This is an optimization exercise on Yosys and OpenROAD, whose aim is small area, not a production implementation. Only simulation tests tie the RTL to the original design; equivalence was not proved.

<file path="design/flow/run.sh">
#!/bin/bash
# synth_recipe.tcl (not shown) runs the flow's synth.tcl, then flattens the netlist and writes it again
# the make line also repeats each setting of config.mk as NAME=value (left out here)
make -C /OpenROAD-flow-scripts/flow DESIGN_CONFIG=/design/flow/config.mk WORK_HOME=/design/flow/orfs CLKGATE_MAP_FILE= SYNTH_SCRIPT=/design/flow/synth_recipe.tcl finish
</file>
<file path="design/flow/config.mk">
export PLATFORM = sky130hd
export DESIGN_NAME = money_clicker
export DESIGN_NICKNAME = money_clicker
export VERILOG_FILES = /design/flow/design.v
export SDC_FILE = /design/flow/constraint.sdc
export NUM_CORES = 4
export LEC_CHECK = 0
export ABC_AREA = 1
export CAP_MARGIN = 20
export CORE_MARGIN = 2
export CORE_UTILIZATION = 65
export SLEW_MARGIN = 20
</file>
<file path="design/flow/constraint.sdc">
create_clock -name core_clock -period 25.0 [get_ports {clk}]
set_input_delay 5.0000 -clock core_clock [delete_from_list [all_inputs] [get_ports {clk}]]
set_output_delay 5.0000 -clock core_clock [all_outputs]
set_load 0.01 [all_outputs]
</file>
<file path="design/flow/design.v">
`timescale 1ns / 1ns
module hexDecoder(input [2:0] c, input e, output [6:0] h);
	assign h[0] = (~e & ~c[0] & c[2]) | (e & ~c[0] & ~c[2]);
	assign h[1] = (~e & c[0] & ~c[1] & c[2]) | (e & ~c[0] & c[2]);
	assign h[2] = (~e & c[0] & ~c[2]);
	assign h[3] = (~e & ~c[0] & c[2]) | (e & ~c[0] & ~c[2]) | (e & c[0] & c[2]);
	assign h[4] = (e) | (~c[0] & c[2]);
	assign h[5] = (e & c[0] & ~c[1]) | (e & ~c[2]) | (c[0] & ~c[2]);
	assign h[6] = (e & c[0] & ~c[1] & c[2]) | (~c[0] & ~c[2]);
endmodule
`timescale 1ns / 1ns
module dcell(input [2:0] c, input e, output [2:0] q, output co);
	assign q[0] = (~e & c[2]) | (e & ~c[2]) | (c[1]);
	assign q[1] = (~e & ~c[0] & c[2]) | (e & c[1]);
	assign q[2] = (~e & ~c[0] & c[2]) | (e & c[0]) | (c[0] & ~c[2]) | (c[1]);
	assign co = (e & c[2]) | (c[0] & c[2]);
endmodule
module binaryToBCD(input [21:0] bin, output [41:0] hex);
	wire [17:0] q0 = {6{3'd0}};
	wire [5:0] e0 = 6'd0;
	wire [17:0] q1; wire [5:0] e1, co0;
	dcell c0_0(q0[2:0], e0[0], q1[2:0], co0[0]);
	dcell c0_1(q0[5:3], e0[1], q1[5:3], co0[1]);
	dcell c0_2(q0[8:6], e0[2], q1[8:6], co0[2]);
	dcell c0_3(q0[11:9], e0[3], q1[11:9], co0[3]);
	dcell c0_4(q0[14:12], e0[4], q1[14:12], co0[4]);
	dcell c0_5(q0[17:15], e0[5], q1[17:15], co0[5]);
	assign e1 = {co0[4:0], bin[21]};
	wire [17:0] q2; wire [5:0] e2, co1;
	dcell c1_0(q1[2:0], e1[0], q2[2:0], co1[0]);
	dcell c1_1(q1[5:3], e1[1], q2[5:3], co1[1]);
	dcell c1_2(q1[8:6], e1[2], q2[8:6], co1[2]);
	dcell c1_3(q1[11:9], e1[3], q2[11:9], co1[3]);
	dcell c1_4(q1[14:12], e1[4], q2[14:12], co1[4]);
	dcell c1_5(q1[17:15], e1[5], q2[17:15], co1[5]);
	assign e2 = {co1[4:0], bin[20]};
	wire [17:0] q3; wire [5:0] e3, co2;
	dcell c2_0(q2[2:0], e2[0], q3[2:0], co2[0]);
	dcell c2_1(q2[5:3], e2[1], q3[5:3], co2[1]);
	dcell c2_2(q2[8:6], e2[2], q3[8:6], co2[2]);
	dcell c2_3(q2[11:9], e2[3], q3[11:9], co2[3]);
	dcell c2_4(q2[14:12], e2[4], q3[14:12], co2[4]);
	dcell c2_5(q2[17:15], e2[5], q3[17:15], co2[5]);
	assign e3 = {co2[4:0], bin[19]};
	wire [17:0] q4; wire [5:0] e4, co3;
	dcell c3_0(q3[2:0], e3[0], q4[2:0], co3[0]);
	dcell c3_1(q3[5:3], e3[1], q4[5:3], co3[1]);
	dcell c3_2(q3[8:6], e3[2], q4[8:6], co3[2]);
	dcell c3_3(q3[11:9], e3[3], q4[11:9], co3[3]);
	dcell c3_4(q3[14:12], e3[4], q4[14:12], co3[4]);
	dcell c3_5(q3[17:15], e3[5], q4[17:15], co3[5]);
	assign e4 = {co3[4:0], bin[18]};
	wire [17:0] q5; wire [5:0] e5, co4;
	dcell c4_0(q4[2:0], e4[0], q5[2:0], co4[0]);
	dcell c4_1(q4[5:3], e4[1], q5[5:3], co4[1]);
	dcell c4_2(q4[8:6], e4[2], q5[8:6], co4[2]);
	dcell c4_3(q4[11:9], e4[3], q5[11:9], co4[3]);
	dcell c4_4(q4[14:12], e4[4], q5[14:12], co4[4]);
	dcell c4_5(q4[17:15], e4[5], q5[17:15], co4[5]);
	assign e5 = {co4[4:0], bin[17]};
	wire [17:0] q6; wire [5:0] e6, co5;
	dcell c5_0(q5[2:0], e5[0], q6[2:0], co5[0]);
	dcell c5_1(q5[5:3], e5[1], q6[5:3], co5[1]);
	dcell c5_2(q5[8:6], e5[2], q6[8:6], co5[2]);
	dcell c5_3(q5[11:9], e5[3], q6[11:9], co5[3]);
	dcell c5_4(q5[14:12], e5[4], q6[14:12], co5[4]);
	dcell c5_5(q5[17:15], e5[5], q6[17:15], co5[5]);
	assign e6 = {co5[4:0], bin[16]};
	wire [17:0] q7; wire [5:0] e7, co6;
	dcell c6_0(q6[2:0], e6[0], q7[2:0], co6[0]);
	dcell c6_1(q6[5:3], e6[1], q7[5:3], co6[1]);
	dcell c6_2(q6[8:6], e6[2], q7[8:6], co6[2]);
	dcell c6_3(q6[11:9], e6[3], q7[11:9], co6[3]);
	dcell c6_4(q6[14:12], e6[4], q7[14:12], co6[4]);
	dcell c6_5(q6[17:15], e6[5], q7[17:15], co6[5]);
	assign e7 = {co6[4:0], bin[15]};
	wire [17:0] q8; wire [5:0] e8, co7;
	dcell c7_0(q7[2:0], e7[0], q8[2:0], co7[0]);
	dcell c7_1(q7[5:3], e7[1], q8[5:3], co7[1]);
	dcell c7_2(q7[8:6], e7[2], q8[8:6], co7[2]);
	dcell c7_3(q7[11:9], e7[3], q8[11:9], co7[3]);
	dcell c7_4(q7[14:12], e7[4], q8[14:12], co7[4]);
	dcell c7_5(q7[17:15], e7[5], q8[17:15], co7[5]);
	assign e8 = {co7[4:0], bin[14]};
	wire [17:0] q9; wire [5:0] e9, co8;
	dcell c8_0(q8[2:0], e8[0], q9[2:0], co8[0]);
	dcell c8_1(q8[5:3], e8[1], q9[5:3], co8[1]);
	dcell c8_2(q8[8:6], e8[2], q9[8:6], co8[2]);
	dcell c8_3(q8[11:9], e8[3], q9[11:9], co8[3]);
	dcell c8_4(q8[14:12], e8[4], q9[14:12], co8[4]);
	dcell c8_5(q8[17:15], e8[5], q9[17:15], co8[5]);
	assign e9 = {co8[4:0], bin[13]};
	wire [17:0] q10; wire [5:0] e10, co9;
	dcell c9_0(q9[2:0], e9[0], q10[2:0], co9[0]);
	dcell c9_1(q9[5:3], e9[1], q10[5:3], co9[1]);
	dcell c9_2(q9[8:6], e9[2], q10[8:6], co9[2]);
	dcell c9_3(q9[11:9], e9[3], q10[11:9], co9[3]);
	dcell c9_4(q9[14:12], e9[4], q10[14:12], co9[4]);
	dcell c9_5(q9[17:15], e9[5], q10[17:15], co9[5]);
	assign e10 = {co9[4:0], bin[12]};
	wire [17:0] q11; wire [5:0] e11, co10;
	dcell c10_0(q10[2:0], e10[0], q11[2:0], co10[0]);
	dcell c10_1(q10[5:3], e10[1], q11[5:3], co10[1]);
	dcell c10_2(q10[8:6], e10[2], q11[8:6], co10[2]);
	dcell c10_3(q10[11:9], e10[3], q11[11:9], co10[3]);
	dcell c10_4(q10[14:12], e10[4], q11[14:12], co10[4]);
	dcell c10_5(q10[17:15], e10[5], q11[17:15], co10[5]);
	assign e11 = {co10[4:0], bin[11]};
	wire [17:0] q12; wire [5:0] e12, co11;
	dcell c11_0(q11[2:0], e11[0], q12[2:0], co11[0]);
	dcell c11_1(q11[5:3], e11[1], q12[5:3], co11[1]);
	dcell c11_2(q11[8:6], e11[2], q12[8:6], co11[2]);
	dcell c11_3(q11[11:9], e11[3], q12[11:9], co11[3]);
	dcell c11_4(q11[14:12], e11[4], q12[14:12], co11[4]);
	dcell c11_5(q11[17:15], e11[5], q12[17:15], co11[5]);
	assign e12 = {co11[4:0], bin[10]};
	wire [17:0] q13; wire [5:0] e13, co12;
	dcell c12_0(q12[2:0], e12[0], q13[2:0], co12[0]);
	dcell c12_1(q12[5:3], e12[1], q13[5:3], co12[1]);
	dcell c12_2(q12[8:6], e12[2], q13[8:6], co12[2]);
	dcell c12_3(q12[11:9], e12[3], q13[11:9], co12[3]);
	dcell c12_4(q12[14:12], e12[4], q13[14:12], co12[4]);
	dcell c12_5(q12[17:15], e12[5], q13[17:15], co12[5]);
	assign e13 = {co12[4:0], bin[9]};
	wire [17:0] q14; wire [5:0] e14, co13;
	dcell c13_0(q13[2:0], e13[0], q14[2:0], co13[0]);
	dcell c13_1(q13[5:3], e13[1], q14[5:3], co13[1]);
	dcell c13_2(q13[8:6], e13[2], q14[8:6], co13[2]);
	dcell c13_3(q13[11:9], e13[3], q14[11:9], co13[3]);
	dcell c13_4(q13[14:12], e13[4], q14[14:12], co13[4]);
	dcell c13_5(q13[17:15], e13[5], q14[17:15], co13[5]);
	assign e14 = {co13[4:0], bin[8]};
	wire [17:0] q15; wire [5:0] e15, co14;
	dcell c14_0(q14[2:0], e14[0], q15[2:0], co14[0]);
	dcell c14_1(q14[5:3], e14[1], q15[5:3], co14[1]);
	dcell c14_2(q14[8:6], e14[2], q15[8:6], co14[2]);
	dcell c14_3(q14[11:9], e14[3], q15[11:9], co14[3]);
	dcell c14_4(q14[14:12], e14[4], q15[14:12], co14[4]);
	dcell c14_5(q14[17:15], e14[5], q15[17:15], co14[5]);
	assign e15 = {co14[4:0], bin[7]};
	wire [17:0] q16; wire [5:0] e16, co15;
	dcell c15_0(q15[2:0], e15[0], q16[2:0], co15[0]);
	dcell c15_1(q15[5:3], e15[1], q16[5:3], co15[1]);
	dcell c15_2(q15[8:6], e15[2], q16[8:6], co15[2]);
	dcell c15_3(q15[11:9], e15[3], q16[11:9], co15[3]);
	dcell c15_4(q15[14:12], e15[4], q16[14:12], co15[4]);
	dcell c15_5(q15[17:15], e15[5], q16[17:15], co15[5]);
	assign e16 = {co15[4:0], bin[6]};
	wire [17:0] q17; wire [5:0] e17, co16;
	dcell c16_0(q16[2:0], e16[0], q17[2:0], co16[0]);
	dcell c16_1(q16[5:3], e16[1], q17[5:3], co16[1]);
	dcell c16_2(q16[8:6], e16[2], q17[8:6], co16[2]);
	dcell c16_3(q16[11:9], e16[3], q17[11:9], co16[3]);
	dcell c16_4(q16[14:12], e16[4], q17[14:12], co16[4]);
	dcell c16_5(q16[17:15], e16[5], q17[17:15], co16[5]);
	assign e17 = {co16[4:0], bin[5]};
	wire [17:0] q18; wire [5:0] e18, co17;
	dcell c17_0(q17[2:0], e17[0], q18[2:0], co17[0]);
	dcell c17_1(q17[5:3], e17[1], q18[5:3], co17[1]);
	dcell c17_2(q17[8:6], e17[2], q18[8:6], co17[2]);
	dcell c17_3(q17[11:9], e17[3], q18[11:9], co17[3]);
	dcell c17_4(q17[14:12], e17[4], q18[14:12], co17[4]);
	dcell c17_5(q17[17:15], e17[5], q18[17:15], co17[5]);
	assign e18 = {co17[4:0], bin[4]};
	wire [17:0] q19; wire [5:0] e19, co18;
	dcell c18_0(q18[2:0], e18[0], q19[2:0], co18[0]);
	dcell c18_1(q18[5:3], e18[1], q19[5:3], co18[1]);
	dcell c18_2(q18[8:6], e18[2], q19[8:6], co18[2]);
	dcell c18_3(q18[11:9], e18[3], q19[11:9], co18[3]);
	dcell c18_4(q18[14:12], e18[4], q19[14:12], co18[4]);
	dcell c18_5(q18[17:15], e18[5], q19[17:15], co18[5]);
	assign e19 = {co18[4:0], bin[3]};
	wire [17:0] q20; wire [5:0] e20, co19;
	dcell c19_0(q19[2:0], e19[0], q20[2:0], co19[0]);
	dcell c19_1(q19[5:3], e19[1], q20[5:3], co19[1]);
	dcell c19_2(q19[8:6], e19[2], q20[8:6], co19[2]);
	dcell c19_3(q19[11:9], e19[3], q20[11:9], co19[3]);
	dcell c19_4(q19[14:12], e19[4], q20[14:12], co19[4]);
	dcell c19_5(q19[17:15], e19[5], q20[17:15], co19[5]);
	assign e20 = {co19[4:0], bin[2]};
	wire [17:0] q21; wire [5:0] e21, co20;
	dcell c20_0(q20[2:0], e20[0], q21[2:0], co20[0]);
	dcell c20_1(q20[5:3], e20[1], q21[5:3], co20[1]);
	dcell c20_2(q20[8:6], e20[2], q21[8:6], co20[2]);
	dcell c20_3(q20[11:9], e20[3], q21[11:9], co20[3]);
	dcell c20_4(q20[14:12], e20[4], q21[14:12], co20[4]);
	dcell c20_5(q20[17:15], e20[5], q21[17:15], co20[5]);
	assign e21 = {co20[4:0], bin[1]};
	wire [17:0] q22; wire [5:0] e22, co21;
	dcell c21_0(q21[2:0], e21[0], q22[2:0], co21[0]);
	dcell c21_1(q21[5:3], e21[1], q22[5:3], co21[1]);
	dcell c21_2(q21[8:6], e21[2], q22[8:6], co21[2]);
	dcell c21_3(q21[11:9], e21[3], q22[11:9], co21[3]);
	dcell c21_4(q21[14:12], e21[4], q22[14:12], co21[4]);
	dcell c21_5(q21[17:15], e21[5], q22[17:15], co21[5]);
	assign e22 = {co21[4:0], bin[0]};
	hexDecoder s0(q22[2:0], e22[0], hex[6:0]);
	hexDecoder s1(q22[5:3], e22[1], hex[13:7]);
	hexDecoder s2(q22[8:6], e22[2], hex[20:14]);
	hexDecoder s3(q22[11:9], e22[3], hex[27:21]);
	hexDecoder s4(q22[14:12], e22[4], hex[34:28]);
	hexDecoder s5(q22[17:15], e22[5], hex[41:35]);
endmodule
`timescale 1ns / 1ns
module prevData(clock, reset, received_data_en, received_data, hold);
	input clock, reset, received_data_en;
	input [7:0] received_data;
	output reg hold;
	reg curBreak;
	always @(posedge clock) begin
		if (reset) begin
			hold <= 1'b0;
			curBreak <= 1'b0;
		end
		else begin
			hold <= received_data_en & curBreak;
			if (received_data_en)
				curBreak <= (received_data == 8'hF0);
		end
	end
endmodule
`timescale 1ns / 1ns
module logicController(clock, reset, received_data, received_data_en, click, buy, upgradeClick, selection, selIndex);
	input clock, reset, received_data_en;
	input [7:0] received_data;
	output click, buy, upgradeClick, selection;
	output [2:0] selIndex;
	reg [3:0] state;
	reg [3:0] decoded;
	always @(*) begin
		case (received_data)
			8'h29: decoded = 4'b0001;
			8'h5A: decoded = 4'b0010;
			8'h21: decoded = 4'b0011;
			8'h16: decoded = 4'b1000;
			8'h1E: decoded = 4'b1001;
			8'h26: decoded = 4'b1010;
			8'h25: decoded = 4'b1011;
			8'h2E: decoded = 4'b1100;
			8'h36: decoded = 4'b1101;
			8'h3D: decoded = 4'b1110;
			8'h3E: decoded = 4'b1111;
			default: decoded = 4'b0000;
		endcase
	end
	wire idle = ~state[3] & ~state[1] & ~state[0];
	always @(posedge clock) begin
		if (reset)
			state <= 4'b0000;
		else if (idle & received_data_en)
			state <= decoded;
		else
			state <= 4'b0000;
	end
	assign selection = state[3];
	assign selIndex = state[2:0];
	assign click = ~state[3] & ~state[1] & state[0];
	assign buy = ~state[3] & state[1] & ~state[0];
	assign upgradeClick = ~state[3] & state[1] & state[0];
endmodule
`timescale 1ns / 1ns
module logicDatapath(clock, reset, pulse, hold, click, buy, upgradeClick, selection, selIndex, money, selectedAsset);
	input clock, reset, pulse, hold, click, buy, upgradeClick, selection;
	input [2:0] selIndex;
	output reg [39:0] money;
	output reg [2:0] selectedAsset;
	reg [29:0] rate;
	reg [4:0] level;
	reg [23:0] assetCost;
	reg [18:0] assetRate;
	always @(*) begin
		case (selectedAsset)
			3'd0: begin assetCost = 24'd10;       assetRate = 19'd1;      end
			3'd1: begin assetCost = 24'd40;       assetRate = 19'd5;      end
			3'd2: begin assetCost = 24'd250;      assetRate = 19'd15;     end
			3'd3: begin assetCost = 24'd2000;     assetRate = 19'd60;     end
			3'd4: begin assetCost = 24'd10000;    assetRate = 19'd800;    end
			3'd5: begin assetCost = 24'd100000;   assetRate = 19'd10000;  end
			3'd6: begin assetCost = 24'd1000000;  assetRate = 19'd50000;  end
			default: begin assetCost = 24'd10000000; assetRate = 19'd500000; end
		endcase
	end
	wire [29:0] clickRate;
	wire [29:0] clickCost;
	genvar i;
	generate for (i = 0; i < 30; i = i + 1) begin : oh
		assign clickRate[i] = (level == i);
	end endgenerate
	assign clickCost = {clickRate[28:0], 1'b0} | {clickRate[26:0], 3'b000};
	wire [40:0] above;    
	assign above[40] = 1'b0;
	generate for (i = 39; i >= 0; i = i - 1) begin : sfx
		assign above[i] = above[i+1] | money[i];
	end endgenerate
	reg enoughClick;
	integer j;
	always @(*) begin
		enoughClick = 1'b0;
		for (j = 0; j <= 26; j = j + 1)
			if (level == j)
				enoughClick = above[j+4] | (money[j+3] & (money[j+2] | money[j+1]));
		if (level == 27) enoughClick = above[28];
		if (level == 28) enoughClick = above[29];
		if (level >= 29) enoughClick = 1'b1;
	end
	wire enoughMoney = above[24] | (money[23:0] >= assetCost);
	wire doClick = ~hold & click;
	wire doBuy = ~hold & buy & enoughMoney;
	wire doUpgrade = ~hold & upgradeClick & enoughClick;
	wire doTick = ~hold & pulse & ~click & ~(buy & enoughMoney) & ~(upgradeClick & enoughClick);
	wire subtract = doBuy | doUpgrade;
	wire [29:0] addLow = ({30{doClick}} & clickRate) | ({30{doBuy}} & ~{6'b0, assetCost}) |
	                     ({30{doUpgrade}} & ~clickCost) | ({30{doTick}} & rate);
	wire [39:0] addend = {{10{subtract}}, addLow};
	wire [40:0] sum = {money, 1'b1} + {addend, subtract};
	always @(posedge clock) begin
		if (reset) begin
			money <= 40'd10;
			rate <= 30'd0;
			level <= 5'd0;
			selectedAsset <= 3'd0;
		end
		else begin
			money <= sum[40:1];
			rate <= rate + ({19{doBuy}} & assetRate);
			if (doUpgrade & ~&level)
				level <= level + 5'd1;
			if (~hold & selection)
				selectedAsset <= selIndex;
		end
	end
endmodule
`timescale 1ns / 1ns
module money_clicker(clk, rst, key_data, key_valid, tick, money, asset, HEX0, HEX1, HEX2, HEX3, HEX4, HEX5);
	input clk;
	input rst;
	input [7:0] key_data;
	input key_valid;
	input tick;
	output [39:0] money;
	output [7:0] asset;
	output [6:0] HEX0, HEX1, HEX2, HEX3, HEX4, HEX5;
	wire [41:0] hex;
	wire hold;
	wire click, buy, upgradeClick, selection;
	wire [2:0] selIndex;
	wire [2:0] selectedAsset;
	binaryToBCD convert(money[21:0], hex);
	assign HEX0 = hex[6:0];
	assign HEX1 = hex[13:7];
	assign HEX2 = hex[20:14];
	assign HEX3 = hex[27:21];
	assign HEX4 = hex[34:28];
	assign HEX5 = hex[41:35];
	prevData prev(clk, rst, key_valid, key_data, hold);
	logicController control(clk, rst, key_data, key_valid, click, buy, upgradeClick, selection, selIndex);
	logicDatapath datapath(clk, rst, tick, hold, click, buy, upgradeClick, selection, selIndex, money, selectedAsset);
	assign asset = {5'b00000, selectedAsset};
endmodule
</file>
==> run notes, run 1 <==
largest net degree at the start of global routing: 51
Final setup viols: 0
Max Clk Rate: 0.0688 GHz
# clock sinks: 84
# nets final: 2372
CTS tree: yes
Crit Reg-Reg Startpoint: datapath.money[30]
Pre-antenna DRT Iters: 6
post-synthesis sequential area ratio: 0.133
most used cell, CP: ha_1
max incr delay on CP: 0.56 ns
Synth Cell Area: 12600 sq um
hold-fix buffers at CTS: 0
layout cells sized above 1: 0.0775
vias in the first global route: 13100
Starting Density: 0.667
WHS Endpoint: prev.hold
DR WL/cell: 14.2 um
top post-synthesis cells by area: nand2_1, ha_1, dfxtp_1
mean area per synthesized cell: 5.87 sq um
cell with the most instances after synthesis: nand2_1
synth cell count leaders: nand2_1, inv_1, nor2_1
Worst EP required: 20.00 ns
total vias in the final route: 14300
clk buf depth: 2
Min-Delay Path Class: reg2reg
Syn Inst Count: 2145
R2R depth: 98
Slew @ Worst Pin: 0.852 ns
Iter 0 DRT Violations: 1016
CP Max Fanout: 10
critical path class: reg2out
GR Util All Layers: 0.339
DRC: 0
RePlAce Congestion: 1.00
Synth area leader: nand2_1
IO Pins: 102
Slew HR: 0.426
Final Critical Period: 14.53 ns
Vias/cell: 5.77
RR Endpoint: datapath.money[39]
final HPWL from detailed placement: 28700 um
IO Port Bufs: 96
Levels on crit path: 51
unrepaired setup endpoints after global routing: no
EDFF count, synth: 0
post-CTS setup buffer count: 0
Detail Route Antenna Nets: 0
final max-slew violation count: 0
area of the die: 20500 sq um
Yosys cell types: 60
initial antenna violation count: 0
Resized Gates After CTS: 0
WL final: 35300 um
CTS clock-pin slew for the worst setup and hold paths: 0.07 ns
launch point of the worst path: datapath.money[21]
Area growth syn-to-layout: 11.0%
setup TNS: 0 ns
Max-Cap Viols: 0
CP max-delay cell: clkdlybuf4s50_1
clk root buf: clkbuf_16
htree depth: 3
final worst-path cycle share: 0.581
commonest register cell after synthesis: dfxtp_1
fraction of registers with async set/reset: 0
crit path launch type: flop
yosys warns: 3
hold wc startpoint: prev.curBreak
Synth top area share: 0.149
Worst EP arrival: 9.53 ns
TritonCTS buffer count: 9
core area: 18900 sq um
worst reg2reg setup slack: 13.59 ns
Final Util: 0.740
antenna cells: 0
crit end category: output pin
Die Ht: 143 um
filler instances: 1709
status: finished clean
grt ovf: 0
Top delay family on crit path: simple AND/OR/NAND/NOR gates
Skew-Pair Late Insertion Delay: 0.35 ns
first-pass GRT wire length: 57800 um
worst hold stages: 2
clk_skew: 0.00964 ns
register bit total from synthesis: 84
Std-Cell Rows: 50
overall die width: 143 um
final count of hold timing violations: 0
WP buf/inv: 9
[layer usage]
layer  track usage  routed length, um  up-vias
li1              -                  -     7190
met1         0.414              15000     6511
met4         0.118               1040        0
met3        0.0362               2410       93
met2         0.617              16800      497
met5             0                  0        -
[state kept, by name, summed over array words and instances (netlist names)]
name / cells
prev.hold: 1
datapath.money: 40
prev.curBreak: 1
control.state: 4
datapath.selectedAsset: 3
datapath.rate: 30
datapath.level: 5
[worst reg2reg max path, delay by kind of cell, from the launching register on]
family,cells,cell delay (ns)
XOR/XNOR,2,0.32
buffers and inverters,7,1.04
adder cells (fa/ha/maj),1,0.27
AND/OR/NAND/NOR,73,6.85
AO/OA/AOI/OAI,15,2.45
flip-flops,1,0.35
[worst max path at each step]
stage          endpoint  slack [ns]
6_report        HEX4[1]       10.47
5_1_grt         HEX4[1]        9.54
4_1_cts         HEX4[1]       10.53
3_5_place_dp    HEX4[1]       10.91
3_3_place_gp    HEX4[1]       11.32
2_1_floorplan   HEX4[1]       12.16
[layout make-up]
type	count	area, sq um	area share
Clock inverter	6	95.1	0.00680
Sequential cell	84	1680	0.120
Inverter	385	1450	0.103
Timing Repair Buffer	101	998	0.0714
Tap cell	260	325	0.0233
Multi-Input combinational cell	1632	9210	0.658
Clock buffer	10	229	0.0164
[cell families after synthesis]
family / Yosys count / synth area share
AOI/OAI and AO/OA: 434 / 0.204
xor gates and xnor gates: 4 / 0.00278
adders and majority gates: 147 / 0.147
buffers and inverters: 433 / 0.137
DFF: 84 / 0.133
other: 1 / 0.000298
and+or+nand+nor: 1042 / 0.375
[cells in the final DEF, fill, tap and decap left out, types with 3 or more instances in the layout]
cell type          n
a211oi_1           3
a21o_1             6
a21oi_1          180
a21oi_2           17
a31oi_1           19
a41oi_1            3
buf_4              5
clkbuf_16          9
clkdlybuf4s50_1   96
conb_1             5
dfxtp_1           84
ha_1             145
inv_1            344
inv_2             40
nand2_1          501
nand2_2            9
nand3_1          124
nand3_2           58
nand3b_1           3
nand4_1           21
nor2_1           252
nor2_2             5
nor3_1            37
nor4_1             6
o2111ai_1         20
o211ai_1          15
o21a_1            22
o21ai_0           81
o21ai_1           38
o21ai_2            3
o21bai_1           8
o31ai_1            6
or2_1              5
or2_2              7
[through the flow]
step	instances	worst slack [ns]	cell area [sq um]	hold WS, ns
after floorplan	2149	12.16	12600	0.410
final	2478	10.47	14000	0.428
after global routing	2478	9.54	14000	0.461
after global placement	2462	11.32	13700	0.419
after detailed placement	2462	10.91	13700	0.418
after CTS	2478	10.53	14000	0.428
==> inputs of run 2 (changes only) <==
--- a/design/flow/design.v
+++ b/design/flow/design.v
@@ -312,7 +312,10 @@
 	wire [29:0] addLow = ({30{doClick}} & clickRate) | ({30{doBuy}} & ~{6'b0, assetCost}) |
 	                     ({30{doUpgrade}} & ~clickCost) | ({30{doTick}} & rate);
 	wire [39:0] addend = {{10{subtract}}, addLow};
-	wire [40:0] sum = {money, 1'b1} + {addend, subtract};
+	wire [39:0] sum;
+	rippleAdder #(40) moneyAdder(money, addend, subtract, sum);
+	wire [29:0] rateSum;
+	rippleAdder #(30) rateAdder(rate, {11'b0, {19{doBuy}} & assetRate}, 1'b0, rateSum);
 	always @(posedge clock) begin
 		if (reset) begin
 			money <= 40'd10;
@@ -321,8 +324,8 @@
 			selectedAsset <= 3'd0;
 		end
 		else begin
-			money <= sum[40:1];
-			rate <= rate + ({19{doBuy}} & assetRate);
+			money <= sum;
+			rate <= rateSum;
 			if (doUpgrade & ~&level)
 				level <= level + 5'd1;
 			if (~hold & selection)
@@ -330,6 +333,15 @@
 		end
 	end
 endmodule
+module rippleAdder #(parameter W = 8) (input [W-1:0] a, input [W-1:0] b, input cin, output [W-1:0] s);
+	wire [W:0] c;
+	assign c[0] = cin;
+	genvar i;
+	generate for (i = 0; i < W; i = i + 1) begin : fa
+		assign s[i] = a[i] ^ b[i] ^ c[i];
+		assign c[i+1] = (a[i] & b[i]) | (c[i] & (a[i] ^ b[i]));
+	end endgenerate
+endmodule
 `timescale 1ns / 1ns
 module money_clicker(clk, rst, key_data, key_valid, tick, money, asset, HEX0, HEX1, HEX2, HEX3, HEX4, HEX5);
 	input clk;
==> design/flow/flow/run.sh (new file) <==
#!/bin/bash
# Standard synthesis, then the combinational logic re-mapped for area with a
# stronger ABC script (flip-flops untouched), then the standard layout.
set -euo pipefail
W=$PWD
R=$W/orfs/results/$FLOW_PLATFORM/money_clicker/base
bash standard.sh synth > $W/1_standard_synth.log 2>&1
cp $R/1_2_yosys.v $W/standard_netlist.v
export REOPT_LIB=$FLOW_HOME/platforms/$FLOW_PLATFORM/lib/sky130_fd_sc_hd__tt_025C_1v80.lib
export REOPT_DONT_USE="sky130_fd_sc_hd__probe_p_8 sky130_fd_sc_hd__probec_p_8 sky130_fd_sc_hd__lpflow_*"
export REOPT_IN=$W/standard_netlist.v
export REOPT_OUT=$W/reopt_netlist.v
export REOPT_TOP=$FLOW_TOP
export REOPT_SCRIPT=$W/flow/reopt.abc
export REOPT_STAT=$W/reopt_stat.txt
yosys -c $W/flow/reopt.tcl > $W/2_reopt_yosys.log 2>&1
if grep -q "lpflow\|probe" $REOPT_OUT; then echo "reopt used a dont-use cell" >&2; exit 1; fi
cp $REOPT_OUT $R/1_2_yosys.v
rm -f $R/1_synth.odb $R/1_synth.sdc
bash standard.sh > $W/3_standard_layout.log 2>&1
==> design/flow/flow/reopt.abc (new file) <==
&get -n
&st
&deepsyn -T 60
&dch -f
&nf -a -R 1000 -E 100
&put
==> design/flow/flow/reopt.tcl (new file) <==
# Re-map the combinational logic of the standard synthesis netlist for area.
# The flip-flops are kept as they are (same instances, names and cells).
yosys -import
set lib $::env(REOPT_LIB)
set dont_use {}
foreach c $::env(REOPT_DONT_USE) { lappend dont_use -dont_use $c }
# every cell as its logic function, except the sequential ones, which stay black boxes
read_liberty -ignore_miss_func $lib
delete sky130_fd_sc_hd__df* sky130_fd_sc_hd__ed* sky130_fd_sc_hd__sdf* sky130_fd_sc_hd__dl* sky130_fd_sc_hd__sdl* sky130_fd_sc_hd__sed*
read_liberty -lib -ignore_redef $lib
read_verilog $::env(REOPT_IN)
hierarchy -top $::env(REOPT_TOP)
flatten
opt_clean -purge
abc -script $::env(REOPT_SCRIPT) -liberty $lib {*}$dont_use
# the cells abc placed, as black boxes again (flatten dropped their modules)
read_liberty -lib -ignore_redef $lib
opt_clean -purge
splitnets
opt_clean -purge
hilomap -singleton -hicell sky130_fd_sc_hd__conb_1 HI -locell sky130_fd_sc_hd__conb_1 LO
insbuf -buf sky130_fd_sc_hd__buf_4 A X
check -assert -mapped
tee -o $::env(REOPT_STAT) stat -liberty $lib
write_verilog -noattr -nohex -nodec $::env(REOPT_OUT)
==> design/flow/standard.sh (new file) <==
#!/bin/bash
# synth_recipe.tcl (not shown) runs the flow's synth.tcl, then flattens the netlist and writes it again
# the make line also repeats each setting of config.mk as NAME=value (left out here)
make -C /OpenROAD-flow-scripts/flow DESIGN_CONFIG=/design/flow/config.mk WORK_HOME=/design/flow/orfs CLKGATE_MAP_FILE= SYNTH_SCRIPT=/design/flow/synth_recipe.tcl "${@:-finish}"
removed: design/flow/run.sh
==> run notes, run 2 <==
Area growth syn-to-layout: 14.9%
max reg flops: 40 (unchanged)
worst reg2reg setup slack: 0.98 ns (-12.61 ns)
RR Endpoint: datapath.money[39]
mean area per synthesized cell: 6.71 sq um (+14%)
layout cells sized above 1: 0.0755 (-0.00201)
hold-fix buffers at CTS: 0 (unchanged)
DRC: 0 (unchanged)
CTS tree: yes
clk_skew: 0.00805 ns (-0.00158 ns)
Final Critical Period: 24.02 ns (+9.48 ns)
hold wc startpoint: control.state[2]
Synth Cell Area: 9620 sq um (-24%)
CP Max Fanout: 6 (-4)
final count of hold timing violations: 0 (unchanged)
final max-slew violation count: 0 (unchanged)
RePlAce Congestion: 0.856 (-15%)
Crit Reg-Reg Startpoint: datapath.money[21]
routing usage on met1: 0.371 (-0.0431)
most used cell, CP: o21a_1
max incr delay on CP: 0.41 ns (-0.15 ns)
Largest regs: datapath.money (40), datapath.rate (30), datapath.level (5)
vias in the first global route: 9127 (-31%)
antenna cells: 0 (unchanged)
clk buf depth: 2 (unchanged)
overall die width: 126 um (-12%)
Max Clk Rate: 0.0416 GHz (-39%)
initial antenna violation count: 0 (unchanged)
GR met3 Demand/Resource: 0.0289 (-0.00733)
core area: 14500 sq um (-23%)
Max-Cap Viols: 0 (unchanged)
Final setup viols: 0 (unchanged)
clk root buf: clkbuf_16
crit path launch type: flop
R2R depth: 123 (+26%)
Iter 0 DRT Violations: 687 (-32%)
Final Util: 0.763 (+0.0233)
Worst EP arrival: 24.26 ns (+14.73 ns)
IO Port Bufs: 96 (unchanged)
fin area: 11100 sq um (-21%)
Die Ht: 126 um (-12%)
CTS clock-pin slew for the worst setup and hold paths: 0.07 ns (about the same)
CP max-delay cell: a2111oi_1
first-pass GRT wire length: 39800 um (-31%)
grt ovf: 0 (unchanged)
# clock sinks: 84 (unchanged)
largest net degree at the start of global routing: 82 (+61%)
most frequent cells in the layout: nor2_1, nand2_1, a21oi_1
Slew HR: 0.470 (+0.0441)
WL final: 24500 um (-31%)
status: finished clean
crit end category: flop
critical path class: reg2reg
DR WL/cell: 14.6 um (+2.4%)
Inst Count DP: 1640 (-33%)
Finished Layout Cells: 1680 (-32%)
final worst slack: 0.981 ns (-9.48 ns)
# nets final: 1503 (-37%)
Starting Density: 0.664 (-0.00272)
WHS Endpoint: datapath.selectedAsset[2]
Vias/cell: 6.14 (+6.5%)
GR Util All Layers: 0.289 (-0.0500)
busiest grt layer: met2
final worst-path cycle share: 0.961 (+0.379)
IO Pins: 102 (unchanged)
TritonCTS buffer count: 9 (unchanged)
Min-Delay Path Class: reg2reg
Skew-Pair Late Insertion Delay: 0.35 ns (about the same)
final HPWL from detailed placement: 17400 um (-40%)
area of the die: 15800 sq um (-23%)
total vias in the final route: 10300 (-28%)
Syn Inst Count: 1434 (-33%)
Worst EP required: 25.24 ns (+5.24 ns)
met2 usage: 0.505 (-0.112)
Slew @ Worst Pin: 0.795 ns (-0.0572 ns)
Pre-antenna DRT Iters: 6 (unchanged)
Cell Area, Placed: 10200 sq um (-25%)
most common cell after layout, fill and taps aside: nor2_1
Reg with most FFs: datapath.money
htree depth: 3 (unchanged)
yosys warns: 3 (unchanged)
post-place setup slack: -1.01 ns (-11.92 ns)
Std-Cell Rows: 44 (-12%)
worst hold stages: 2 (unchanged)
Detail Route Antenna Nets: 0 (unchanged)
run 2: timing repair:
action / CTS / global route
buffers inserted: 1 / 23
endpoints found under the setup margin: 4 / 9
pin swaps: 2 / 46
gates resized for setup: 19 / 72
run 2: how the worst max path moves through the flow:
stage | start | endpoint | slack, ns | cells past startpoint
finish | datapath.money[21] | datapath.money[39] | 0.98 | 123
global route | datapath.money[19] | datapath.money[39] | -0.51 | 124
CTS | datapath.money[20] | datapath.money[39] | 0.06 | 123
detailed placement | datapath.money[19] | datapath.money[39] | -1.01 | 124
global placement | datapath.money[19] | datapath.money[39] | 0.13 | 124
floorplan | datapath.money[19] | datapath.money[39] | 0.29 | 124
run 2: cell type report:
cell class | count | area [sq um]
tap | 184 | 230
sequential | 84 | 1690
multi-input combinational | 1223 | 7460
clock buffer | 12 | 256
clock inverter | 4 | 32.5
timing repair buffer | 132 | 1230
inverter | 41 | 154
fill | 1204 | 3430
run 2: stage by stage:
| stage | hold slack, ns | setup TNS, ns |
|---|---|---|
| 2_1_floorplan | 0.435 | 0 |
| 3_3_place_gp | 0.446 | 0 |
| 3_5_place_dp | 0.451 | -1.87 |
| 4_1_cts | 0.466 | 0 |
| 5_1_grt | 0.510 | -0.596 |
| 6_report | 0.462 | 0 |
run 2: critical path: cells and delay by family (launching register included):
family,cells,cell delay (ns)
compound gates,59,9.65
simple gates,49,9.09
fa+ha+maj,11,4.10
xor+xnor,4,0.71
flops,1,0.36
run 2: routing by layer:
layer,vias to the layer above,share of wire
li1,5189,-
met1,4772,0.44
met2,312,0.49
met3,46,0.047
met4,0,0.023
met5,-,0
==> inputs of run 3 (changes only) <==
--- a/design/flow/design.v
+++ b/design/flow/design.v
@@ -287,30 +287,23 @@
 		assign clickRate[i] = (level == i);
 	end endgenerate
 	assign clickCost = {clickRate[28:0], 1'b0} | {clickRate[26:0], 3'b000};
-	wire [40:0] above;    
-	assign above[40] = 1'b0;
-	generate for (i = 39; i >= 0; i = i - 1) begin : sfx
-		assign above[i] = above[i+1] | money[i];
+	wire [29:0] cost = upgradeClick ? clickCost : {6'b0, assetCost};
+	wire [40:0] geChain;
+	assign geChain[0] = 1'b1;
+	generate for (i = 0; i < 40; i = i + 1) begin : ge
+		if (i < 30) begin : lo
+			assign geChain[i+1] = (money[i] & ~cost[i]) | ((money[i] | ~cost[i]) & geChain[i]);
+		end else begin : hi
+			assign geChain[i+1] = money[i] | geChain[i];
+		end
 	end endgenerate
-	reg enoughClick;
-	integer j;
-	always @(*) begin
-		enoughClick = 1'b0;
-		for (j = 0; j <= 26; j = j + 1)
-			if (level == j)
-				enoughClick = above[j+4] | (money[j+3] & (money[j+2] | money[j+1]));
-		if (level == 27) enoughClick = above[28];
-		if (level == 28) enoughClick = above[29];
-		if (level >= 29) enoughClick = 1'b1;
-	end
-	wire enoughMoney = above[24] | (money[23:0] >= assetCost);
+	wire enough = geChain[40];
 	wire doClick = ~hold & click;
-	wire doBuy = ~hold & buy & enoughMoney;
-	wire doUpgrade = ~hold & upgradeClick & enoughClick;
-	wire doTick = ~hold & pulse & ~click & ~(buy & enoughMoney) & ~(upgradeClick & enoughClick);
-	wire subtract = doBuy | doUpgrade;
-	wire [29:0] addLow = ({30{doClick}} & clickRate) | ({30{doBuy}} & ~{6'b0, assetCost}) |
-	                     ({30{doUpgrade}} & ~clickCost) | ({30{doTick}} & rate);
+	wire doBuy = ~hold & buy & enough;
+	wire subtract = ~hold & (buy | upgradeClick) & enough;
+	wire doUpgrade = ~hold & upgradeClick & enough;
+	wire doTick = ~hold & pulse & ~click & ~subtract;
+	wire [29:0] addLow = ({30{doClick}} & clickRate) | ({30{subtract}} & ~cost) | ({30{doTick}} & rate);
 	wire [39:0] addend = {{10{subtract}}, addLow};
 	wire [39:0] sum;
 	rippleAdder #(40) moneyAdder(money, addend, subtract, sum);
--- a/design/flow/flow/run.sh
+++ b/design/flow/flow/run.sh
@@ -17,4 +17,4 @@
 if grep -q "lpflow\|probe" $REOPT_OUT; then echo "reopt used a dont-use cell" >&2; exit 1; fi
 cp $REOPT_OUT $R/1_2_yosys.v
 rm -f $R/1_synth.odb $R/1_synth.sdc
-bash standard.sh > $W/3_standard_layout.log 2>&1
+bash standard.sh "BUFFER_PORTS_ARGS=-buffer_cell sky130_fd_sc_hd__buf_1" finish > $W/3_standard_layout.log 2>&1
--- a/design/flow/config.mk
+++ b/design/flow/config.mk
@@ -9,4 +9,5 @@
 export CAP_MARGIN = 20
 export CORE_MARGIN = 2
 export CORE_UTILIZATION = 65
+export CTS_BUF_LIST = sky130_fd_sc_hd__clkbuf_8
 export SLEW_MARGIN = 20
==> run notes, run 3 <==
antenna cells: 0 (unchanged)
DRC: 0 (unchanged)
Std-Cell Rows: 43 (-2.3%)
Worst EP required: 20.00 ns (-5.24 ns)
area of the die: 15100 sq um (-4.4%)
clk_skew: 0.00844 ns (+0.000384 ns)
post-place setup slack: 8.33 ns (+9.34 ns)
initial antenna violation count: 0 (unchanged)
DR WL/cell: 13.3 um (-8.5%)
WP buf/inv: 3 (+3)
mean area per synthesized cell: 6.50 sq um (-3.1%)
filler instances: 1334 (+11%)
largest net degree at the start of global routing: 82 (unchanged)
hold-fix buffers at CTS: 0 (unchanged)
Slew @ Worst Pin: 0.867 ns (+0.0719 ns)
CTS clock-pin slew for the worst setup and hold paths: 0.09 ns (+0.02 ns)
vias in the first global route: 8302 (-9.0%)
most frequent cells in the layout: nor2_1, nand2_1, a21oi_1
Detail Route Antenna Nets: 0 (unchanged)
htree depth: 3 (unchanged)
RePlAce Congestion: 0.995 (+16%)
Starting Density: 0.664 (about the same)
TritonCTS buffer count: 9 (unchanged)
most used cell, CP: nor2_1
Resized Gates After CTS: 0 (-19)
first-pass GRT wire length: 36400 um (-8.5%)
Final setup viols: 0 (unchanged)
Worst EP arrival: 12.29 ns (-11.97 ns)
Skew-Pair Late Insertion Delay: 0.36 ns (about the same)
WL final: 21600 um (-12%)
Syn Inst Count: 1413 (-1.5%)
most common cell after layout, fill and taps aside: nor2_1
GR Util All Layers: 0.286 (-0.00294)
Slew HR: 0.417 (-0.0533)
IO Port Bufs: 96 (unchanged)
Synth Cell Area: 9180 sq um (-4.5%)
# nets final: 1449 (-3.6%)
unrepaired setup endpoints after global routing: no
layout cells sized above 1: 0.0125 (-0.0630)
# clock sinks: 84 (unchanged)
CTS tree: yes
post-CTS setup buffer count: 0 (-1)
clk buf depth: 2 (unchanged)
Die Ht: 123 um (-2.2%)
Min-Delay Path Class: reg2reg
yosys warns: 3 (unchanged)
Max Clk Rate: 0.0578 GHz (+39%)
Vias/cell: 5.85 (-4.8%)
setup TNS: 0 ns (unchanged)
Top delay family on crit path: simple AND/OR/NAND/NOR gates
CP max-delay cell: dfxtp_1
final worst slack: 7.71 ns (+6.73 ns)
Max-Cap Viols: 0 (unchanged)
Reg with most FFs: datapath.money
max incr delay on CP: 0.56 ns (+0.15 ns)
Pre-antenna DRT Iters: 7 (+1)
final worst-path cycle share: 0.692 (-0.269)
critical path class: reg2out
final HPWL from detailed placement: 16600 um (-4.4%)
Final Critical Period: 17.29 ns (-6.73 ns)
crit path launch type: flop
total vias in the final route: 9472 (-8.2%)
final count of hold timing violations: 0 (unchanged)
core area: 13800 sq um (-4.5%)
Iter 0 DRT Violations: 908 (+32%)
crit end category: output pin
grt ovf: 0 (unchanged)
max reg flops: 40 (unchanged)
overall die width: 123 um (-2.2%)
CP Max Fanout: 10 (+4)
Area growth syn-to-layout: 1.74%
clk root buf: clkbuf_8
Largest regs: datapath.money (40), datapath.rate (30), datapath.level (5)
IO Pins: 102 (unchanged)
status: finished clean
final max-slew violation count: 0 (unchanged)
==> run 3: cell count changes in the layout (fill, tap and decap cells not counted), sizes merged, moves of 9 or more <==
cell / previous run / this run
clkdlybuf4s50: 95 / 0
buf: 37 / 98
nand2: 151 / 181
nor3: 92 / 62
and2: 32 / 53
nor2: 201 / 221
a211oi: 23 / 4
a22oi: 3 / 22
o21ba: 20 / 1
or2: 40 / 24
a21oi: 100 / 115
o21a: 29 / 14
nor2b: 44 / 34
maj3: 12 / 3
==> run 3: routing by layer <==
| layer | share of wire | GRT usage | vias up |
|---|---|---|---|
| met5 | 0 | 0 | - |
| met4 | 0.014 | 0.0611 | 0 |
| met3 | 0.055 | 0.0428 | 38 |
| met2 | 0.45 | 0.482 | 267 |
| met1 | 0.48 | 0.388 | 4224 |
| li1 | - | - | 4943 |
==> run 3: worst paths after layout <==
kind	startpoint	to	slack, ns	cells past startpoint
worst min register to register	prev.curBreak	prev.curBreak	0.47	2
worst max-delay path	datapath.money[21]	HEX1[4]	7.71	60
worst max register to register	datapath.level[0]	datapath.money[39]	8.73	86
worst min-delay path	prev.curBreak	prev.curBreak	0.47	2
==> run 3: metrics by stage <==
step           hold WS, ns  cells   util  area [sq um]
6_report             0.473   1620  0.676          9340
4_1_cts              0.471   1620  0.676          9340
3_5_place_dp         0.457   1606  0.661          9140
2_1_floorplan        0.435   1417      -          9200
3_3_place_gp         0.455   1606  0.661          9140
5_1_grt              0.496   1620  0.676          9340
==> run 3: cell type report <==
cell class	instances	area (sq um)	share of cell area
inverter	47	176	0.0189
timing repair buffer	99	384	0.0411
sequential	84	1680	0.180
tap	180	225	0.0241
clock buffer	9	124	0.0133
multi-input combinational	1196	6670	0.714
clock inverter	5	80.1	0.00857
==> run 3: tightest hold or removal path, delay by kind of cell (launching register included) <==
family	cells	cell delay, ns
DFF	1	0.31
and+or+nand+nor	1	0.06
AOI/OAI and AO/OA	1	0.05
==> inputs of run 4 (changes only) <==
--- a/design/flow/config.mk
+++ b/design/flow/config.mk
@@ -10,4 +10,5 @@
 export CORE_MARGIN = 2
 export CORE_UTILIZATION = 65
 export CTS_BUF_LIST = sky130_fd_sc_hd__clkbuf_8
+export GPL_TIMING_DRIVEN = 0
 export SLEW_MARGIN = 20
==> run notes, run 4 <==
Detail Route Antenna Nets: 0 (unchanged)
most used cell, CP: nor2_1
WHS Endpoint: prev.curBreak
critical path class: reg2out
# nets final: 1539 (+6.2%)
Pre-antenna DRT Iters: 5 (-2)
Starting Density: 0.664 (unchanged)
max incr delay on CP: 0.55 ns (about the same)
setup TNS: 0 ns (unchanged)
DRC: 0 (unchanged)
final max-slew violation count: 0 (unchanged)
IO Pins: 102 (unchanged)
TritonCTS buffer count: 9 (unchanged)
mean area per synthesized cell: 6.50 sq um (unchanged)
Iter 0 DRT Violations: 678 (-25%)
Slew @ Worst Pin: 0.988 ns (+0.121 ns)
layout cells sized above 1: 0.0712 (+0.0587)
IO Port Bufs: 96 (unchanged)
yosys warns: 3 (unchanged)
Max Clk Rate: 0.0580 GHz (+0.27%)
RR Endpoint: datapath.money[39]
Reg with most FFs: datapath.money
GR Util All Layers: 0.292 (+0.00602)
Slew HR: 0.336 (-0.0815)
# clock sinks: 84 (unchanged)
CP Max Fanout: 10 (unchanged)
initial antenna violation count: 0 (unchanged)
Final setup viols: 0 (unchanged)
Crit Reg-Reg Startpoint: datapath.level[0]
Worst EP arrival: 12.24 ns (-0.05 ns)
R2R depth: 85 (-1.2%)
Worst EP required: 20.00 ns (about the same)
CTS clock-pin slew for the worst setup and hold paths: 0.09 ns (about the same)
fin area: 10000 sq um (+7.6%)
Skew-Pair Late Insertion Delay: 0.37 ns (about the same)
Die Ht: 123 um (unchanged)
crit end category: output pin
RePlAce Congestion: 0.978 (-1.7%)
Area growth syn-to-layout: 9.46%
WL final: 22300 um (+3.2%)
Final Util: 0.727 (+0.0512)
status: finished clean
worst hold stages: 2 (unchanged)
final hold slack: 0.482 ns (+0.00871 ns)
Resized Gates After CTS: 0 (unchanged)
Synth Cell Area: 9180 sq um (unchanged)
htree depth: 3 (unchanged)
unrepaired setup endpoints after global routing: no
post-CTS setup buffer count: 0 (unchanged)
grt ovf: 0 (unchanged)
most common cell after layout, fill and taps aside: nor2_1
max reg flops: 40 (unchanged)
vias in the first global route: 8519 (+2.6%)
hold-fix buffers at CTS: 0 (unchanged)
DR WL/cell: 13.0 um (-2.3%)
final HPWL from detailed placement: 17300 um (+4.0%)
Cell Area, Placed: 9870 sq um (+8.0%)
Min-Delay Path Class: reg2reg
Largest regs: datapath.money (40), datapath.rate (30), datapath.level (5)
most frequent cells in the layout: nor2_1, nand2_1, a21oi_1
largest net degree at the start of global routing: 44 (-46%)
clk_skew: 0.0130 ns (+0.00460 ns)
total vias in the final route: 9972 (+5.3%)
final worst-path cycle share: 0.690 (-0.00186)
Syn Inst Count: 1413 (unchanged)
final count of hold timing violations: 0 (unchanged)
core area: 13800 sq um (unchanged)
crit path launch type: flop
CP max-delay cell: dfxtp_1
CTS tree: yes
Max-Cap Viols: 0 (unchanged)
Vias/cell: 5.83 (-0.32%)
clk buf depth: 2 (unchanged)
overall die width: 123 um (unchanged)
area of the die: 15100 sq um (unchanged)
hold wc startpoint: prev.curBreak
Std-Cell Rows: 43 (unchanged)
clk root buf: clkbuf_8
first-pass GRT wire length: 36900 um (+1.3%)
Final Critical Period: 17.24 ns (-0.0465 ns)
worst reg2reg setup slack: 8.00 ns (-0.73 ns)
antenna cells: 0 (unchanged)
[run 4: worst max-delay path by stage]
stage                                   from                 end  depth (start not counted)
final                     datapath.money[21]             HEX3[4]                         61
after global routing       datapath.level[0]  datapath.money[39]                         85
after CTS                 datapath.money[21]             HEX3[4]                         61
after detailed placement  datapath.money[21]             HEX3[4]                         61
after global placement     datapath.level[4]  datapath.money[38]                         85
after floorplan                         tick  datapath.money[39]                         62
[run 4: routing by layer]
layer / track usage / up-vias / wire length [um]
met5: 0 / - / 0
met4: 0.0639 / 0 / 246
met3: 0.0362 / 23 / 1330
met2: 0.511 / 296 / 10400
met1: 0.384 / 4508 / 10300
li1: - / 5145 / -
[run 4: area by class of cell]
| type | count | area [sq um] |
|---|---|---|
| Buffer | 90 | 676 |
| Clock buffer | 9 | 124 |
| Clock inverter | 6 | 58.8 |
| Fill cell | 1226 | 3780 |
| Inverter | 47 | 176 |
| Multi-Input combinational cell | 1196 | 6670 |
| Sequential cell | 84 | 1680 |
| Tap cell | 180 | 225 |
| Timing Repair Buffer | 99 | 437 |
[run 4: metrics by stage]
step,setup slack (ns),std cells
after floorplan,9.75,1417
after global placement,6.05,1693
after detailed placement,8.28,1696
after CTS,7.83,1711
after global routing,6.18,1711
final,7.76,1711
[run 4: critical path: cells and delay by family (launching register included)]
kind	cells	cell delay, ns
buffers and inverters	4	0.43
and+or+nand+nor	41	7.59
DFF	1	0.55
AOI/OAI and AO/OA	13	2.57
xor gates and xnor gates	3	0.74
==> inputs of run 5 (changes only) <==
--- a/design/flow/design.v
+++ b/design/flow/design.v
@@ -1,19 +1,19 @@
 `timescale 1ns / 1ns
 module hexDecoder(input [2:0] c, input e, output [6:0] h);
-	assign h[0] = (~e & ~c[0] & c[2]) | (e & ~c[0] & ~c[2]);
-	assign h[1] = (~e & c[0] & ~c[1] & c[2]) | (e & ~c[0] & c[2]);
-	assign h[2] = (~e & c[0] & ~c[2]);
-	assign h[3] = (~e & ~c[0] & c[2]) | (e & ~c[0] & ~c[2]) | (e & c[0] & c[2]);
-	assign h[4] = (e) | (~c[0] & c[2]);
-	assign h[5] = (e & c[0] & ~c[1]) | (e & ~c[2]) | (c[0] & ~c[2]);
-	assign h[6] = (e & c[0] & ~c[1] & c[2]) | (~c[0] & ~c[2]);
+	assign h[0] = (~e & ~c[0] & c[1]) | (e & ~c[0] & ~c[1]);
+	assign h[1] = (~e & c[0] & c[1]) | (e & ~c[0] & c[1]);
+	assign h[2] = (~e & c[0] & ~c[1] & ~c[2]);
+	assign h[3] = (~e & ~c[0] & c[1]) | (e & ~c[0] & ~c[1]) | (e & c[0] & c[1]) | (e & c[2]);
+	assign h[4] = (e) | (~c[0] & c[1]);
+	assign h[5] = (e & ~c[0] & ~c[1]) | (e & c[0] & c[1]) | (c[0] & ~c[1] & ~c[2]);
+	assign h[6] = (e & c[0] & c[1]) | (~c[0] & ~c[1]);
 endmodule
 `timescale 1ns / 1ns
 module dcell(input [2:0] c, input e, output [2:0] q, output co);
-	assign q[0] = (~e & c[2]) | (e & ~c[2]) | (c[1]);
-	assign q[1] = (~e & ~c[0] & c[2]) | (e & c[1]);
-	assign q[2] = (~e & ~c[0] & c[2]) | (e & c[0]) | (c[0] & ~c[2]) | (c[1]);
-	assign co = (e & c[2]) | (c[0] & c[2]);
+	assign q[0] = (~e & c[1]) | (e & ~c[1]) | (c[2]);
+	assign q[1] = (~e & c[0] & ~c[1]) | (e & c[0] & ~c[2]);
+	assign q[2] = (~e & ~c[0] & c[1]) | (e & c[2]);
+	assign co = (e & c[1]) | (c[0] & c[1]) | (c[2]);
 endmodule
 module binaryToBCD(input [21:0] bin, output [41:0] hex);
 	wire [17:0] q0 = {6{3'd0}};
--- a/design/flow/flow/run.sh
+++ b/design/flow/flow/run.sh
@@ -17,4 +17,4 @@
 if grep -q "lpflow\|probe" $REOPT_OUT; then echo "reopt used a dont-use cell" >&2; exit 1; fi
 cp $REOPT_OUT $R/1_2_yosys.v
 rm -f $R/1_synth.odb $R/1_synth.sdc
-bash standard.sh "BUFFER_PORTS_ARGS=-buffer_cell sky130_fd_sc_hd__buf_1" finish > $W/3_standard_layout.log 2>&1
+bash standard.sh "BUFFER_PORTS_ARGS=-buffer_cell sky130_fd_sc_hd__buf_1" "CTS_ARGS=-sink_clustering_enable -repair_clock_nets -dont_use_dummy_load -buf_list sky130_fd_sc_hd__clkbuf_8" finish > $W/3_standard_layout.log 2>&1
--- a/design/flow/config.mk
+++ b/design/flow/config.mk
@@ -10,5 +10,4 @@
 export CORE_MARGIN = 2
 export CORE_UTILIZATION = 65
 export CTS_BUF_LIST = sky130_fd_sc_hd__clkbuf_8
-export GPL_TIMING_DRIVEN = 0
 export SLEW_MARGIN = 20
==> run notes, run 5 <==
Final setup viols: 0 (unchanged)
Inst Count DP: 1597 (-5.8%)
Pre-antenna DRT Iters: 6 (+1)
Die Ht: 122 um (-0.44%)
sequential cell area: 1680 sq um (unchanged)
Max-Cap Viols: 0 (unchanged)
largest net degree at the start of global routing: 82 (+86%)
TritonCTS buffer count: 9 (unchanged)
# nets final: 1440 (-6.4%)
most frequent cells in the layout: nor2_1, nand2_1, o21ai_0
Max Clk Rate: 0.0621 GHz (+7.1%)
IO Port Bufs: 96 (unchanged)
DR WL/cell: 12.9 um (-1.3%)
DRC: 0 (unchanged)
GR Util All Layers: 0.272 (-0.0206)
Synth Cell Area: 9100 sq um (-0.91%)
first-pass GRT wire length: 34500 um (-6.5%)
final worst slack: 8.91 ns (+1.15 ns)
Std-Cell Rows: 43 (unchanged)
grt ovf: 0 (unchanged)
Slew HR: 0.363 (+0.0276)
total vias in the final route: 9295 (-6.8%)
Syn Inst Count: 1403 (-0.71%)
Reg with most FFs: datapath.money
worst reg2reg setup slack: 10.07 ns (+2.07 ns)
max incr delay on CP: 0.50 ns (-0.05 ns)
htree depth: 3 (unchanged)
hold-fix buffers at CTS: 0 (unchanged)
Final Critical Period: 16.09 ns (-1.15 ns)
clk buf depth: 2 (unchanged)
Area growth syn-to-layout: 0.990%
Crit Reg-Reg Startpoint: control.state[3]
Largest regs: datapath.money (40), datapath.rate (30), datapath.level (5)
WP buf/inv: 5 (+1)
crit path launch type: flop
Finished Layout Cells: 1606 (-6.1%)
final HPWL from detailed placement: 15800 um (-8.8%)
Vias/cell: 5.79 (-0.69%)
Worst EP arrival: 11.09 ns (-1.15 ns)
Starting Density: 0.660 (-0.00349)
CP max-delay cell: dfxtp_1
area of the die: 15000 sq um (-0.89%)
clk_skew: 0.0362 ns (+0.0232 ns)
overall die width: 122 um (-0.44%)
RePlAce Congestion: 0.913 (-6.7%)
IO Pins: 102 (unchanged)
CP Max Fanout: 9 (-1)
yosys warns: 3 (unchanged)
unrepaired setup endpoints after global routing: no
multi-input gate area in the final layout: 6550 sq um (-1.8%)
antenna cells: 0 (unchanged)
mean area per synthesized cell: 6.48 sq um (-0.21%)
Skew-Pair Late Insertion Delay: 0.38 ns (about the same)
CP endpoint: HEX5[1]
post-CTS setup buffer count: 0 (unchanged)
launch point of the worst path: datapath.money[19]
final max-slew violation count: 0 (unchanged)
status: finished clean
filler instances: 1368 (+12%)
Min-Delay Path Class: reg2reg
layout cells sized above 1: 0.0112 (-0.0600)
core area: 13800 sq um (-0.39%)
# clock sinks: 84 (unchanged)
crit end category: output pin
critical path class: reg2out
final worst-path cycle share: 0.644 (-0.0459)
Cell Area, Placed: 9060 sq um (-8.1%)
Levels on crit path: 54 (-11%)
Worst EP required: 20.00 ns (about the same)
CTS clock-pin slew for the worst setup and hold paths: 0.10 ns (about the same)
Detail Route Antenna Nets: 0 (unchanged)
most common cell after layout, fill and taps aside: nor2_1
final count of hold timing violations: 0 (unchanged)
RR Endpoint: datapath.money[39]
initial antenna violation count: 0 (unchanged)
Iter 0 DRT Violations: 765 (+13%)
fin area: 9190 sq um (-8.6%)
CTS tree: yes
Resized Gates After CTS: 0 (unchanged)
clk root buf: clkbuf_8
Top delay family on crit path: simple AND/OR/NAND/NOR gates
post-place setup slack: 9.37 ns (+1.09 ns)
vias in the first global route: 7808 (-8.3%)
R2R depth: 95 (+12%)
WL final: 20700 um (-7.4%)
Slew @ Worst Pin: 0.948 ns (-0.0397 ns)
max reg flops: 40 (unchanged)
setup TNS: 0 ns (unchanged)
run 5: tightest hold or removal path: cells and delay by family (launching register included):
kind / cells / cell delay [ns]
flops: 1 / 0.32
mux: 1 / 0.06
simple gates: 1 / 0.07
run 5: layout make-up:
| cell class | instances | area share |
|---|---|---|
| clock buffer | 9 | 0.0135 |
| sequential | 84 | 0.183 |
| inverter | 57 | 0.0233 |
| multi-input combinational | 1176 | 0.713 |
| timing repair buffer | 100 | 0.0426 |
| tap | 180 | 0.0245 |
run 5: worst min path at each step:
stage                           from                         to  slack, ns  cells after the start
floorplan           datapath.rate[8]           datapath.rate[8]       0.44                      2
global placement    control.state[2]  datapath.selectedAsset[2]       0.45                      2
detailed placement  control.state[2]  datapath.selectedAsset[2]       0.46                      2
CTS                 datapath.rate[8]           datapath.rate[8]       0.47                      2
global route        control.state[2]  datapath.selectedAsset[2]       0.51                      2
finish              control.state[2]  datapath.selectedAsset[2]       0.48                      2
run 5: metal layers:
layer | track usage | routed length (um) | vias up
met1 | 0.387 | 10400 | 4143
li1 | - | - | 4887
met2 | 0.437 | 8960 | 247
met3 | 0.0469 | 1150 | 18
met4 | 0.0467 | 144 | 0
met5 | 0 | 0 | -
run 5: metrics by stage:
| stage | hold WS (ns) | utilization |
|---|---|---|
| 2_1_floorplan | 0.439 | - |
| 3_3_place_gp | 0.446 | 0.658 |
| 3_5_place_dp | 0.458 | 0.658 |
| 4_1_cts | 0.472 | 0.667 |
| 5_1_grt | 0.508 | 0.667 |
| 6_report | 0.476 | 0.667 |
==> inputs of run 6 (changes only) <==
==> design/flow/flow/reopt.abc (replaced) <==
&get -n
&st
&deepsyn -T 60
&put
strash
dch
amap -F 20 -A 20
==> run notes, run 6 <==
TritonCTS buffer count: 9 (unchanged)
Synth Cell Area: 8650 sq um (-4.9%)
Max-Cap Viols: 0 (unchanged)
clk root buf: clkbuf_8
setup TNS: 0 ns (unchanged)
fin area: 8750 sq um (-4.7%)
post-CTS setup buffer count: 0 (unchanged)
area of the die: 14200 sq um (-4.7%)
CTS clock-pin slew for the worst setup and hold paths: 0.09 ns (about the same)
CTS tree: yes
most frequent cells in the layout: nor2_1, o21ai_0, clkinv_1
Vias/cell: 5.89 (+1.8%)
IO Port Bufs: 96 (unchanged)
clk_skew: 0.0227 ns (-0.0135 ns)
largest net degree at the start of global routing: 50 (-39%)
crit path launch type: flop
final HPWL from detailed placement: 16600 um (+5.6%)
Area growth syn-to-layout: 1.19%
CP Max Fanout: 7 (-2)
initial antenna violation count: 0 (unchanged)
most used cell, CP: o21ai_0
max reg flops: 40 (unchanged)
layout cells sized above 1: 0.0124 (+0.00120)
WL final: 21100 um (+1.9%)
RePlAce Congestion: 0.986 (+8.0%)
Slew HR: 0.298 (-0.0654)
total vias in the final route: 9571 (+3.0%)
Largest regs: datapath.money (40), datapath.rate (30), datapath.level (5)
post-place setup slack: 8.71 ns (-0.657 ns)
worst reg2reg setup slack: 10.67 ns (+0.60 ns)
yosys warns: 3 (unchanged)
clk buf depth: 2 (unchanged)
final max-slew violation count: 0 (unchanged)
final count of hold timing violations: 0 (unchanged)
Max Clk Rate: 0.0595 GHz (-4.3%)
crit end category: output pin
Starting Density: 0.658 (-0.00195)
status: finished clean
final hold slack: 0.435 ns (-0.0412 ns)
Iter 0 DRT Violations: 674 (-12%)
Syn Inst Count: 1423 (+1.4%)
Detail Route Antenna Nets: 0 (unchanged)
Final Critical Period: 16.82 ns (+0.725 ns)
CP max-delay cell: dfxtp_1
unrepaired setup endpoints after global routing: no
Resized Gates After CTS: 0 (unchanged)
antenna cells: 0 (unchanged)
Pre-antenna DRT Iters: 6 (unchanged)
RR Endpoint: datapath.money[39]
overall die width: 119 um (-2.4%)
Worst EP arrival: 11.82 ns (+0.73 ns)
Reg with most FFs: datapath.money
mean area per synthesized cell: 6.08 sq um (-6.2%)
final worst-path cycle share: 0.673 (+0.0290)
CP endpoint: HEX4[6]
DR WL/cell: 13.0 um (+0.75%)
Std-Cell Rows: 42 (-2.3%)
most common cell after layout, fill and taps aside: nor2_1
Min-Delay Path Class: reg2reg
core area: 13100 sq um (-4.6%)
first-pass GRT wire length: 36200 um (+5.1%)
filler instances: 1344 (-1.8%)
Cell Area, Placed: 8630 sq um (-4.8%)
vias in the first global route: 8363 (+7.1%)
launch point of the worst path: datapath.money[21]
hold-fix buffers at CTS: 0 (unchanged)
Slew @ Worst Pin: 1.05 ns (+0.105 ns)
IO Pins: 102 (unchanged)
grt ovf: 0 (unchanged)
# clock sinks: 84 (unchanged)
R2R depth: 87 (-8.4%)
Skew-Pair Late Insertion Delay: 0.37 ns (about the same)
Worst EP required: 20.00 ns (about the same)
# nets final: 1463 (+1.6%)
critical path class: reg2out
max incr delay on CP: 0.46 ns (-0.04 ns)
htree depth: 3 (unchanged)
Final setup viols: 0 (unchanged)
final worst slack: 8.18 ns (-0.725 ns)
GR Util All Layers: 0.297 (+0.0254)
Die Ht: 119 um (-2.4%)
Crit Reg-Reg Startpoint: control.state[0]
DRC: 0 (unchanged)
-- run 6: cell count changes in the layout (fill, tap and decap cells not counted), sizes merged, moves of 27 or more --
cell / previous run / this run
a21oi: 94 / 131
and2: 55 / 20
clkinv: 57 / 139
nand2: 185 / 92
nand2b: 43 / 3
nand3: 36 / 7
nor2: 217 / 326
nor3: 82 / 55
o21ai: 99 / 173
xnor2: 53 / 1
-- run 6: how the worst min path moves through the flow --
stage,startpoint,slack (ns),end,depth (start not counted)
after floorplan,prev.curBreak,0.40,prev.hold,2
after global placement,prev.curBreak,0.41,prev.hold,2
after detailed placement,prev.curBreak,0.42,prev.hold,2
after CTS,prev.curBreak,0.43,prev.hold,2
after global routing,prev.curBreak,0.45,prev.hold,2
final,prev.curBreak,0.43,prev.hold,2
-- run 6: area by class of cell --
cell class / count / area (sq um) / area share
Multi-Input combinational cell: 1114 / 5790 / 0.662
Sequential cell: 84 / 1680 / 0.192
Inverter: 139 / 522 / 0.0596
Timing Repair Buffer: 103 / 414 / 0.0473
Tap cell: 176 / 220 / 0.0252
Clock buffer: 9 / 124 / 0.0142
-- run 6: through the flow --
stage | instances | util
after CTS | 1625 | 0.666
after global routing | 1625 | 0.666
after floorplan | 1427 | -
final | 1625 | 0.666
after global placement | 1616 | 0.657
after detailed placement | 1616 | 0.657
-- run 6: metal layers --
layer  share of wire  routed length (um)  vias up  global-route usage
li1                -                   -     5061                   -
met3           0.048                1010       26              0.0398
met5               0                   0        -                   0
met2            0.48               10100      210               0.539
met4           0.015                 315        0              0.0882
met1            0.46                9620     4274               0.366
-- run 6: critical path: cells and delay by family, from the launching register on --
family,cells,cell delay [ns]
simple gates,32,5.71
compound gates,19,3.75
buf+inv,12,1.49
flops,1,0.46

-- what the ideal ports hide --
How much do the figures lean on ideal ports? The routed layouts below were timed once more, with nothing changed but the port constraints.
Step 1 (the two cells are an assumption about what drives the block):
set clk [get_ports {clk}]
set_driving_cell -lib_cell sky130_fd_sc_hd__clkbuf_16 $clk
set_driving_cell -lib_cell sky130_fd_sc_hd__buf_2 [delete_from_list [all_inputs] $clk]
Step 2, shift: input delay + t, output delay - t, t = (earliest + latest rising clock arrival at the registers) / 2. This alone moves slack from input paths to output paths.
Slacks: ideal / step 1 / step 2; pairs: ideal / step 1.
run | t, ns | setup WS [ns] | pins driven straight from the clock port
run 1 | 0.387 | 10.465 / 10.420 / 10.807 | 1
run 2 | 0.387 | 0.981 / 0.981 / 0.981 | 1
run 3 | 0.397 | 7.711 / 7.674 / 8.071 | 1
run 4 | 0.398 | 7.758 / 7.724 / 8.003 | 1
run 5 | 0.399 | 8.905 / 8.870 / 9.269 | 1
run 6 | 0.394 | 8.181 / 8.146 / 8.540 | 1
After both steps setup and hold are still met in every run listed.
